Background: an optimization exercise with open tools, aiming at small area and a short achievable clock period. Do not read the settings as production practice. The RTL was checked by simulation tests, not by an equivalence proof against the original design. No activity file was given, so power comes from the tool's default toggle rates.

==> flow/design.v (excerpt) <==
module fp_multiplier (
    input         sign,
    input         clk,
    input         rst,
    input  [16:0] a,
    input  [16:0] b,
    output [17:0] out,
    output reg    overflow,
    output reg    underflow
);
Size in the first run: roughly 57 I/O pins, roughly 10000 µm² of cells after synthesis.
==> flow/config.mk <==
export PLATFORM = sky130hd
export DESIGN_NAME = fp_multiplier
export DESIGN_NICKNAME = fp_multiplier
export VERILOG_FILES = /design/flow/design.v
export SDC_FILE = /design/flow/constraint.sdc
export NUM_CORES = 4
export LEC_CHECK = 0
export CAP_MARGIN = 20
export CORE_MARGIN = 2
export CORE_UTILIZATION = 40
export SETUP_SLACK_MARGIN = 5
export SLEW_MARGIN = 20
export SYNTH_HIERARCHICAL = 1
==> flow/constraint.sdc <==
create_clock -name core_clock -period 8.0 [get_ports {clk}]
set_input_delay 1.6000 -clock core_clock [delete_from_list [all_inputs] [get_ports {clk}]]
set_output_delay 1.6000 -clock core_clock [all_outputs]
set_load 0.01 [all_outputs]
standard.sh (not shown) runs the stock make flow with config.mk's settings and CLKGATE_MAP_FILE= SYNTH_SCRIPT=/design/flow/synth_recipe.tcl, a recipe that flattens the netlist after the stock synthesis.
==> flow/flow/run.sh <==
#!/bin/bash
# Standard layout, with a plain buffer (buf_2) on every input and output port
# and no dummy clock loads in the clock tree.
set -euo pipefail
bash standard.sh "BUFFER_PORTS_ARGS=-buffer_cell sky130_fd_sc_hd__buf_2" \
  "CTS_ARGS=-sink_clustering_enable -repair_clock_nets -dont_use_dummy_load" finish > make_finish.log 2>&1
The baseline completed without violations.
Rerun with:
==> flow/flow/run.sh (replaced) <==
#!/bin/bash
# Standard layout, with a plain buffer (buf_2) on every input and output port.
set -euo pipefail
bash standard.sh "BUFFER_PORTS_ARGS=-buffer_cell sky130_fd_sc_hd__buf_2" finish > make_finish.log 2>&1
Result: The new run passed the timing, DRC and antenna checks; core utilization climbs by 0.69 points; global-route usage went up by 0.18 points; flip-flop and latch count is unchanged; non-clock buffer count falls by 5.
Rerun with:
==> flow/run.sh (new file) <==
#!/bin/bash
# synth_recipe.tcl (not shown) runs the flow's synth.tcl, then flattens the netlist and writes it again
# the make line also repeats each setting of config.mk as NAME=value (left out here)
make -C /OpenROAD-flow-scripts/flow DESIGN_CONFIG=/design/flow/config.mk WORK_HOME=/design/flow/orfs CLKGATE_MAP_FILE= SYNTH_SCRIPT=/design/flow/synth_recipe.tcl finish
SETUP_SLACK_MARGIN = unset   (was 5)
removed: flow/flow/run.sh
removed: flow/standard.sh
Result: The changed run completed without violations; cell area went down by a few percent; total power came out lower by a few percent; setup slack loses 0.70 ns; global-route usage stays flat; clock skew hardly moves; routed wire length falls by a few percent; final cell count falls by a few percent; non-clock buffer count decreases by 55.
Rerun with:
CTS_BUF_LIST = sky130_fd_sc_hd__clkbuf_4 sky130_fd_sc_hd__clkbuf_8   (was unset)
CTS_CLUSTER_SIZE = 30   (was unset)
SETUP_SLACK_MARGIN = 5   (was unset)
After rerunning: Combinational power goes up by 14%. Global-route usage climbs by 0.60 points. Wire length goes up by 6.7%. Final area rose by 7.3%. Area after synthesis is unchanged. Worst setup slack improved by 0.55 ns. Die area is unchanged. Power is higher by 3.2%. First-iteration DRC count drops by 4.1%. Via count goes up by 4.6%.
Rerun with:
==> flow/flow/run.sh (new file) <==
#!/bin/bash
# Standard layout, with a plain buffer (buf_2) on every input and output port,
# a clock tree of clkbuf_8 cells and no dummy clock loads.
set -euo pipefail
bash standard.sh "BUFFER_PORTS_ARGS=-buffer_cell sky130_fd_sc_hd__buf_2" \
  "CTS_ARGS=-sink_clustering_enable -repair_clock_nets -dont_use_dummy_load -buf_list sky130_fd_sc_hd__clkbuf_8" \
  finish > make_finish.log 2>&1
==> flow/standard.sh (new file) <==
#!/bin/bash
# synth_recipe.tcl (not shown) runs the flow's synth.tcl, then flattens the netlist and writes it again
# the make line also repeats each setting of config.mk as NAME=value (left out here)
make -C /OpenROAD-flow-scripts/flow DESIGN_CONFIG=/design/flow/config.mk WORK_HOME=/design/flow/orfs CLKGATE_MAP_FILE= SYNTH_SCRIPT=/design/flow/synth_recipe.tcl "${@:-finish}"
CTS_BUF_LIST = unset   (was sky130_fd_sc_hd__clkbuf_4 sky130_fd_sc_hd__clkbuf_8)
CTS_CLUSTER_SIZE = unset   (was 30)
SETUP_SLACK_MARGIN = 4.8   (was 5)
removed: flow/run.sh
Critical path depth is higher by 1.
Worst hold slack gets better by 0.0078 ns.
Area after synthesis stays the same.
Fmax increases by 0.33%.
Clock power falls by 28%.
Design area fell by 10%.
Clock-buffer cell count falls by 1.
Sequential power rose by about 2%.
Global-route usage is lower by 1.1 points.

Starting RTL as in the previous note.
==> flow/design.v (excerpt) <==
module fp_multiplier (
    input         sign,
    input         clk,
    input         rst,
    input  [16:0] a,
    input  [16:0] b,
    output [17:0] out,
    output reg    overflow,
    output reg    underflow
);
export LEC_CHECK = 0
export CAP_MARGIN = 0
export CORE_MARGIN = 2
export CORE_UTILIZATION = 40
export SETUP_SLACK_MARGIN = 5
export SLEW_MARGIN = 0
export SYNTH_HIERARCHICAL = 1
create_clock -name core_clock -period 8.0 [get_ports {clk}]
run.sh (not shown) runs the stock make flow with config.mk's settings and CLKGATE_MAP_FILE= SYNTH_SCRIPT=/design/flow/synth_recipe.tcl, a recipe that flattens the netlist after the stock synthesis.
Stock flow here: none of the scripts above is used.
Change:
--- a/flow/config.mk
+++ b/flow/config.mk
@@ -6,8 +6,9 @@
 export NUM_CORES = 4
 export LEC_CHECK = 0
-export CAP_MARGIN = 0
+export ABC_AREA = 1
+export CAP_MARGIN = 20
 export CORE_MARGIN = 2
 export CORE_UTILIZATION = 40
 export SETUP_SLACK_MARGIN = 5
-export SLEW_MARGIN = 0
+export SLEW_MARGIN = 20
 export SYNTH_HIERARCHICAL = 1
=> The new run completed with no timing, DRC or antenna violations; clock-buffer cell count rose by 1; first-iteration DRC count rose by 26%; routed wire length rose by 20%; register-to-register slack gets worse by 0.098 ns; setup slack gets worse by 0.098 ns; final cell count rose by 18%; critical path depth rose by 1; via count rose by 19%; die area fell by 0.30%.
Change:
--- a/flow/config.mk
+++ b/flow/config.mk
@@ -6,5 +6,4 @@
 export NUM_CORES = 4
 export LEC_CHECK = 0
-export ABC_AREA = 1
 export CAP_MARGIN = 20
 export CORE_MARGIN = 2
What happened: Non-clock buffer count goes down by 85; critical path depth goes down by 1; wire length goes down by about 17%; clock skew goes up by 0.0055 ns; synthesized area goes up by 0.32%; setup slack improves by 0.098 ns; utilization goes down by 5.1 points; sequential power goes up by about 1%; clock power hardly moves; via count goes down by 16%; worst hold slack improves by 0.079 ns.
Change:
==> flow/flow/run.sh (new file) <==
#!/bin/bash
# Standard layout, with a plain buffer (buf_2) on every input and output port,
# a clock tree of clkbuf_8 cells and no dummy clock loads.
set -euo pipefail
bash standard.sh "BUFFER_PORTS_ARGS=-buffer_cell sky130_fd_sc_hd__buf_2" \
  "CTS_ARGS=-sink_clustering_enable -repair_clock_nets -dont_use_dummy_load -buf_list sky130_fd_sc_hd__clkbuf_8" \
  finish > make_finish.log 2>&1
==> flow/standard.sh (new file) <==
#!/bin/bash
# synth_recipe.tcl (not shown) runs the flow's synth.tcl, then flattens the netlist and writes it again
# the make line also repeats each setting of config.mk as NAME=value (left out here)
make -C /OpenROAD-flow-scripts/flow DESIGN_CONFIG=/design/flow/config.mk WORK_HOME=/design/flow/orfs CLKGATE_MAP_FILE= SYNTH_SCRIPT=/design/flow/synth_recipe.tcl "${@:-finish}"
--- a/flow/config.mk
+++ b/flow/config.mk
@@ -9,5 +9,5 @@
 export CORE_MARGIN = 2
 export CORE_UTILIZATION = 40
-export SETUP_SLACK_MARGIN = 5
+export SETUP_SLACK_MARGIN = 4.9
 export SLEW_MARGIN = 20
 export SYNTH_HIERARCHICAL = 1
removed: flow/run.sh
What happened:
- The new run completed with no timing, DRC or antenna violations
- die area is unchanged
- clock power fell by 47%
- total power fell by 10%
- synthesized cell count is unchanged
- final cell count fell by about 0.8%
- wire length fell by about 1%
- non-clock buffer count rose by 4
- cell area fell by 5.8%
- sequential cell count does not change
- clock-buffer cell count fell by 1
- area after synthesis does not change
Change:
==> flow/run.sh (new file) <==
#!/bin/bash
# synth_recipe.tcl (not shown) runs the flow's synth.tcl, then flattens the netlist and writes it again
# the make line also repeats each setting of config.mk as NAME=value (left out here)
make -C /OpenROAD-flow-scripts/flow DESIGN_CONFIG=/design/flow/config.mk WORK_HOME=/design/flow/orfs CLKGATE_MAP_FILE= SYNTH_SCRIPT=/design/flow/synth_recipe.tcl finish
--- a/flow/config.mk
+++ b/flow/config.mk
@@ -9,5 +9,5 @@
 export CORE_MARGIN = 2
 export CORE_UTILIZATION = 40
-export SETUP_SLACK_MARGIN = 4.9
+export SETUP_SLACK_MARGIN = 4.5
 export SLEW_MARGIN = 20
 export SYNTH_HIERARCHICAL = 1
removed: flow/flow/run.sh
removed: flow/standard.sh
Outcome: The changed run completed with no timing, DRC or antenna violations. Non-clock buffer count falls by 55. Wire length falls by 3.8%. Total power rises by 6.4%. Global-route usage rises by 0.22 points. Die area does not change. Worst setup slack got worse by 0.34 ns. Clock-buffer cell count rises by 1. Synthesized area does not change. First-iteration DRC count rises by 18%.
Change:
==> flow/flow/run.sh (new file) <==
#!/bin/bash
# Standard layout, with a plain buffer (buf_2) on every input and output port,
# a clock tree of clkbuf_8 cells and no dummy clock loads.
set -euo pipefail
bash standard.sh "BUFFER_PORTS_ARGS=-buffer_cell sky130_fd_sc_hd__buf_2" \
  "CTS_ARGS=-sink_clustering_enable -repair_clock_nets -dont_use_dummy_load -buf_list sky130_fd_sc_hd__clkbuf_8" \
  finish > make_finish.log 2>&1
==> flow/standard.sh (new file) <==
#!/bin/bash
# synth_recipe.tcl (not shown) runs the flow's synth.tcl, then flattens the netlist and writes it again
# the make line also repeats each setting of config.mk as NAME=value (left out here)
make -C /OpenROAD-flow-scripts/flow DESIGN_CONFIG=/design/flow/config.mk WORK_HOME=/design/flow/orfs CLKGATE_MAP_FILE= SYNTH_SCRIPT=/design/flow/synth_recipe.tcl "${@:-finish}"
--- a/flow/config.mk
+++ b/flow/config.mk
@@ -9,5 +9,5 @@
 export CORE_MARGIN = 2
 export CORE_UTILIZATION = 40
-export SETUP_SLACK_MARGIN = 4.5
+export SETUP_SLACK_MARGIN = 4.6
 export SLEW_MARGIN = 20
 export SYNTH_HIERARCHICAL = 1
removed: flow/run.sh
- The changed run passed the timing, DRC and antenna checks
- worst hold slack is about the same
- setup slack improves by 0.082 ns
- synthesized area does not change
- cell count came out lower by 1.1%
- synthesized cell count does not change
- core utilization drops by 2.4 points
- global-route usage drops by 0.48 points
- first-iteration DRC count is lower by 21%
- maximum frequency grows by 2.5%

Another version of the RTL of fp_multiplier (not shown whole).
Size: ~970 cells after synthesis, roughly 57 I/O pins, about 10,000 µm² of cells after synthesis.
==> flow/config.mk <==
export PLATFORM = sky130hd
export DESIGN_NAME = fp_multiplier
export DESIGN_NICKNAME = fp_multiplier
export VERILOG_FILES = /design/flow/design.v
export SDC_FILE = /design/flow/constraint.sdc
export NUM_CORES = 4
export LEC_CHECK = 0
export CAP_MARGIN = 20
export CORE_MARGIN = 2
export CORE_UTILIZATION = 40
export SETUP_SLACK_MARGIN = 4.8
export SLEW_MARGIN = 20
export SYNTH_HIERARCHICAL = 1
==> flow/constraint.sdc <==
create_clock -name core_clock -period 8.0 [get_ports {clk}]
set_input_delay 1.6000 -clock core_clock [delete_from_list [all_inputs] [get_ports {clk}]]
set_output_delay 1.6000 -clock core_clock [all_outputs]
set_load 0.01 [all_outputs]
standard.sh (not shown) runs the stock make flow with config.mk's settings and CLKGATE_MAP_FILE= SYNTH_SCRIPT=/design/flow/synth_recipe.tcl, a recipe that flattens the netlist after the stock synthesis.
==> flow/flow/run.sh <==
#!/bin/bash
# Standard layout, with a plain buffer (buf_1) on every input and output port,
# a clock tree of clkbuf_8 cells and no dummy clock loads.
set -euo pipefail
bash standard.sh "BUFFER_PORTS_ARGS=-buffer_cell sky130_fd_sc_hd__buf_1" \
  "CTS_ARGS=-sink_clustering_enable -repair_clock_nets -dont_use_dummy_load -buf_list sky130_fd_sc_hd__clkbuf_8" \
  finish > make_finish.log 2>&1
The first run ran to the end with no violations.
Change:
==> flow/flow/run.sh (replaced) <==
#!/bin/bash
# Standard layout, with a plain buffer (buf_2) on every input and output port,
# a clock tree of clkbuf_8 cells and no dummy clock loads.
set -euo pipefail
bash standard.sh "BUFFER_PORTS_ARGS=-buffer_cell sky130_fd_sc_hd__buf_2" \
  "CTS_ARGS=-sink_clustering_enable -repair_clock_nets -dont_use_dummy_load -buf_list sky130_fd_sc_hd__clkbuf_8" \
  finish > make_finish.log 2>&1
Effect:
- The changed run ran to the end with no violations
- critical path depth shrinks by 7
- sequential share of layout area hardly moves
- clock skew decreases by 0.0033 ns
- total power hardly moves
- area after synthesis is unchanged
- setup slack improved by 0.037 ns
- design area went up by 0.87%
- wire length is about the same
- via count is about the same
- combinational power barely changes
Change:
==> flow/flow/run.sh (replaced) <==
#!/bin/bash
# Standard layout, with a plain buffer (buf_1) on every input and output port,
# a clock tree of clkbuf_8 cells and no dummy clock loads.
set -euo pipefail
bash standard.sh "BUFFER_PORTS_ARGS=-buffer_cell sky130_fd_sc_hd__buf_1" \
  "CTS_ARGS=-sink_clustering_enable -repair_clock_nets -dont_use_dummy_load -buf_list sky130_fd_sc_hd__clkbuf_8" \
  finish > make_finish.log 2>&1
- CORE_UTILIZATION: 40 -> 50
- SETUP_SLACK_MARGIN: 4.8 -> 4.9
The new run ran to the end with no violations.
Power went up by about 0.47%.
Design area went down by about 0.54%.
Wire length went down by about 0.53%.
Change:
- CORE_UTILIZATION: 50 -> 40
Effect: Routed wire length hardly moves; die area came out higher by 24%; combinational power is about the same; synthesized area does not change; worst setup slack improved by 0.040 ns; fmax rose by 1.3%; design area went up by 0.54%.
Change:
- CORE_UTILIZATION: 40 -> 30
Outcome: The changed run ran to the end with no violations. Setup slack loses 0.046 ns. Fmax is lower by 1.5%. Hold slack is worse by 0.063 ns. Power goes up by 0.68%. Combinational power barely changes. Die area came out higher by 32%. Routed wire length rises by about 4%. Sequential share of layout area fell by 0.37 points. First-iteration DRC count drops by 9.4%. Flip-flop and latch count is unchanged.

== build 50 ==
RTL: one of the versions met above, not the one the previous note started from.
Size: roughly 980 cells after synthesis, ~57 I/O pins.
export LEC_CHECK = 0
export CAP_MARGIN = 20
export CORE_MARGIN = 2
export CORE_UTILIZATION = 40
export SETUP_SLACK_MARGIN = 5
export SLEW_MARGIN = 20
export SYNTH_HIERARCHICAL = 1
create_clock -name core_clock -period 8.0 [get_ports {clk}]
==> flow/flow/run.sh <==
#!/bin/bash
# Standard layout, with a plain buffer (buf_1) on every input and output port,
# a clock tree of clkbuf_8 cells and no dummy clock loads.
set -euo pipefail
bash standard.sh "BUFFER_PORTS_ARGS=-buffer_cell sky130_fd_sc_hd__buf_1" \
  "CTS_ARGS=-sink_clustering_enable -repair_clock_nets -dont_use_dummy_load -buf_list sky130_fd_sc_hd__clkbuf_8" \
  finish > make_finish.log 2>&1
Build 50 finished every stage and its layout cleared the timing, DRC and antenna checks.
What build 56 does differently from build 50 at the input level:
==> flow/flow/run.sh <==
#!/bin/bash
# Standard layout, with a plain buffer (buf_2) on every input and output port
# and no dummy clock loads in the clock tree.
set -euo pipefail
bash standard.sh "BUFFER_PORTS_ARGS=-buffer_cell sky130_fd_sc_hd__buf_2" \
  "SETUP_SLACK_MARGIN=5.3" "CTS_ARGS=-sink_clustering_enable -repair_clock_nets -dont_use_dummy_load" finish > make_finish.log 2>&1
## What came out
The final layout from build 56, which completed every stage, passed the timing, DRC and antenna checks at the end of the flow.
Compared with build 50, build 56 shows a higher final total power.
Build 56: global-route wire length before repair higher than build 50
Worst hold slack came out higher on build 56 than on build 50.
Looking at area added between synthesis and finish across build 50 and build 56, the one that comes out higher is build 56.
Changes observed in build 56 relative to build 50: final worst setup slack went up 74 ps; overall routed net length went up 15%; number of signal-net buffers in the layout went up 67; total number of vias went up 524.
What build 24 does differently from build 56 at the input level:
==> flow/flow/run.sh <==
#!/bin/bash
# Standard layout, with a plain buffer (buf_2) on every input and output port,
# a clock tree of clkbuf_8 cells and no dummy clock loads.
set -euo pipefail
bash standard.sh "BUFFER_PORTS_ARGS=-buffer_cell sky130_fd_sc_hd__buf_2" \
  "CTS_ARGS=-sink_clustering_enable -repair_clock_nets -dont_use_dummy_load -buf_list sky130_fd_sc_hd__clkbuf_8" \
  finish > make_finish.log 2>&1
[summary]
- According to the power report, total power for build 24 is lower than for build 56.
- Build 24 vs build 56, termination of the worst setup path: rb[10] vs rb[3]
- Going from build 56 to build 24, the share of power burned in combinational logic was found to have gone up by 0.8 points.
- Build 56 -> build 24: number of distinct library cells after synthesis delta 0, exact match
- Relative to build 56, detailed route wirelength on metal2 decreased by 14% in build 24.
- Summary: with build 56 as the reference, HPWL reported at the end of detailed placement in build 24 moved down by a few percent.
- The via count of the routed design in build 24 was lower than what build 56 gave.
## Diff of input files: build 3 against build 24
- putting CTS_CLUSTER_DIAMETER at 150 where nothing was set
- putting CTS_CLUSTER_SIZE at 60 where nothing was set
==> flow/run.sh (new file) <==
#!/bin/bash
# synth_recipe.tcl (not shown) runs the flow's synth.tcl, then flattens the netlist and writes it again
# the make line also repeats each setting of config.mk as NAME=value (left out here)
make -C /OpenROAD-flow-scripts/flow DESIGN_CONFIG=/design/flow/config.mk WORK_HOME=/design/flow/orfs CLKGATE_MAP_FILE= SYNTH_SCRIPT=/design/flow/synth_recipe.tcl finish
removed: flow/flow/run.sh
removed: flow/standard.sh
## What came out
Per the final summary, build 3 finished and its layout is clean on timing, DRC and antenna.
Looking at sequential share of cell area, build 3 sits 1.1 points lower than build 24 does.
Route | build 3 vs build 24 | wire longer in build 3
Build 24 ended up with twor[1] as its worst setup path startpoint; build 3 ended up with oner[2].
Looking at number of gates resized after CTS, build 3 sits above build 24.
Diff build 24 -> build 3: total via count in the routed design picked up an extra about 1.2%, share of the clock period used by the worst path after layout rose by 0.81 points.

what the ideal ports hide:
In the flow no input, the clock included, has a driving cell. The finished layouts below were timed again as built, in two steps. Step 1 sets driving cells, clkbuf_16 on the clock port and buf_2 on the other inputs (assumed; they add their load-dependent delay and slew). Step 2, shift: input delay + t, output delay - t, t = (earliest + latest rising clock arrival at the registers) / 2. This alone moves slack from input paths to output paths. Slacks: ideal ports / drivers / drivers and shift; pairs: ideal ports / drivers.
| run | t, ns | slack for setup (ns) | worst slew at a driven data input, ns |
|---|---|---|---|
| the first run of note 1 | 0.450 | 5.043 / 5.043 / 4.887 | 0.03 |
| the second run of note 1 | 0.468 | 5.036 / 5.036 / 4.887 | 0.03 |
| the third run of note 1 | 0.477 | 4.337 / 4.337 / 4.337 | 0.03 |
| the fourth run of note 1 | 0.496 | 4.883 / 4.883 / 4.601 | 0.03 |
| the fifth run of note 1 | 0.477 | 4.894 / 4.894 / 4.882 | 0.03 |
| the first run of note 2 | 0.464 | 4.966 / 4.966 / 4.659 | 0.03 |
| the second run of note 2 | 0.468 | 4.868 / 4.868 / 4.690 | 0.04 |
| the third run of note 2 | 0.464 | 4.966 / 4.966 / 4.659 | 0.03 |
| the fourth run of note 2 | 0.474 | 4.974 / 4.974 / 4.861 | 0.03 |
| the fifth run of note 2 | 0.463 | 4.632 / 4.632 / 4.504 | 0.04 |
| the sixth run of note 2 | 0.478 | 4.714 / 4.714 / 4.714 | 0.03 |
| the first run of note 3 | 0.462 | 4.876 / 4.876 / 4.725 | 0.03 |
| the second run of note 3 | 0.477 | 4.912 / 4.912 / 4.747 | 0.03 |
| the third run of note 3 | 0.461 | 4.948 / 4.948 / 4.748 | 0.04 |
| the fourth run of note 3 | 0.469 | 4.988 / 4.988 / 4.686 | 0.03 |
| the fifth run of note 3 | 0.479 | 4.942 / 4.942 / 4.758 | 0.05 |
| build 50 | 0.481 | 4.963 / 4.963 / 4.871 | 0.03 |
| build 56 | 0.458 | 5.037 / 5.037 / 5.037 | 0.03 |
| build 24 | 0.471 | 5.031 / 5.031 / 4.887 | 0.03 |
| build 3 | 0.464 | 4.966 / 4.966 / 4.659 | 0.03 |
After both steps setup and hold are still met in every run listed.
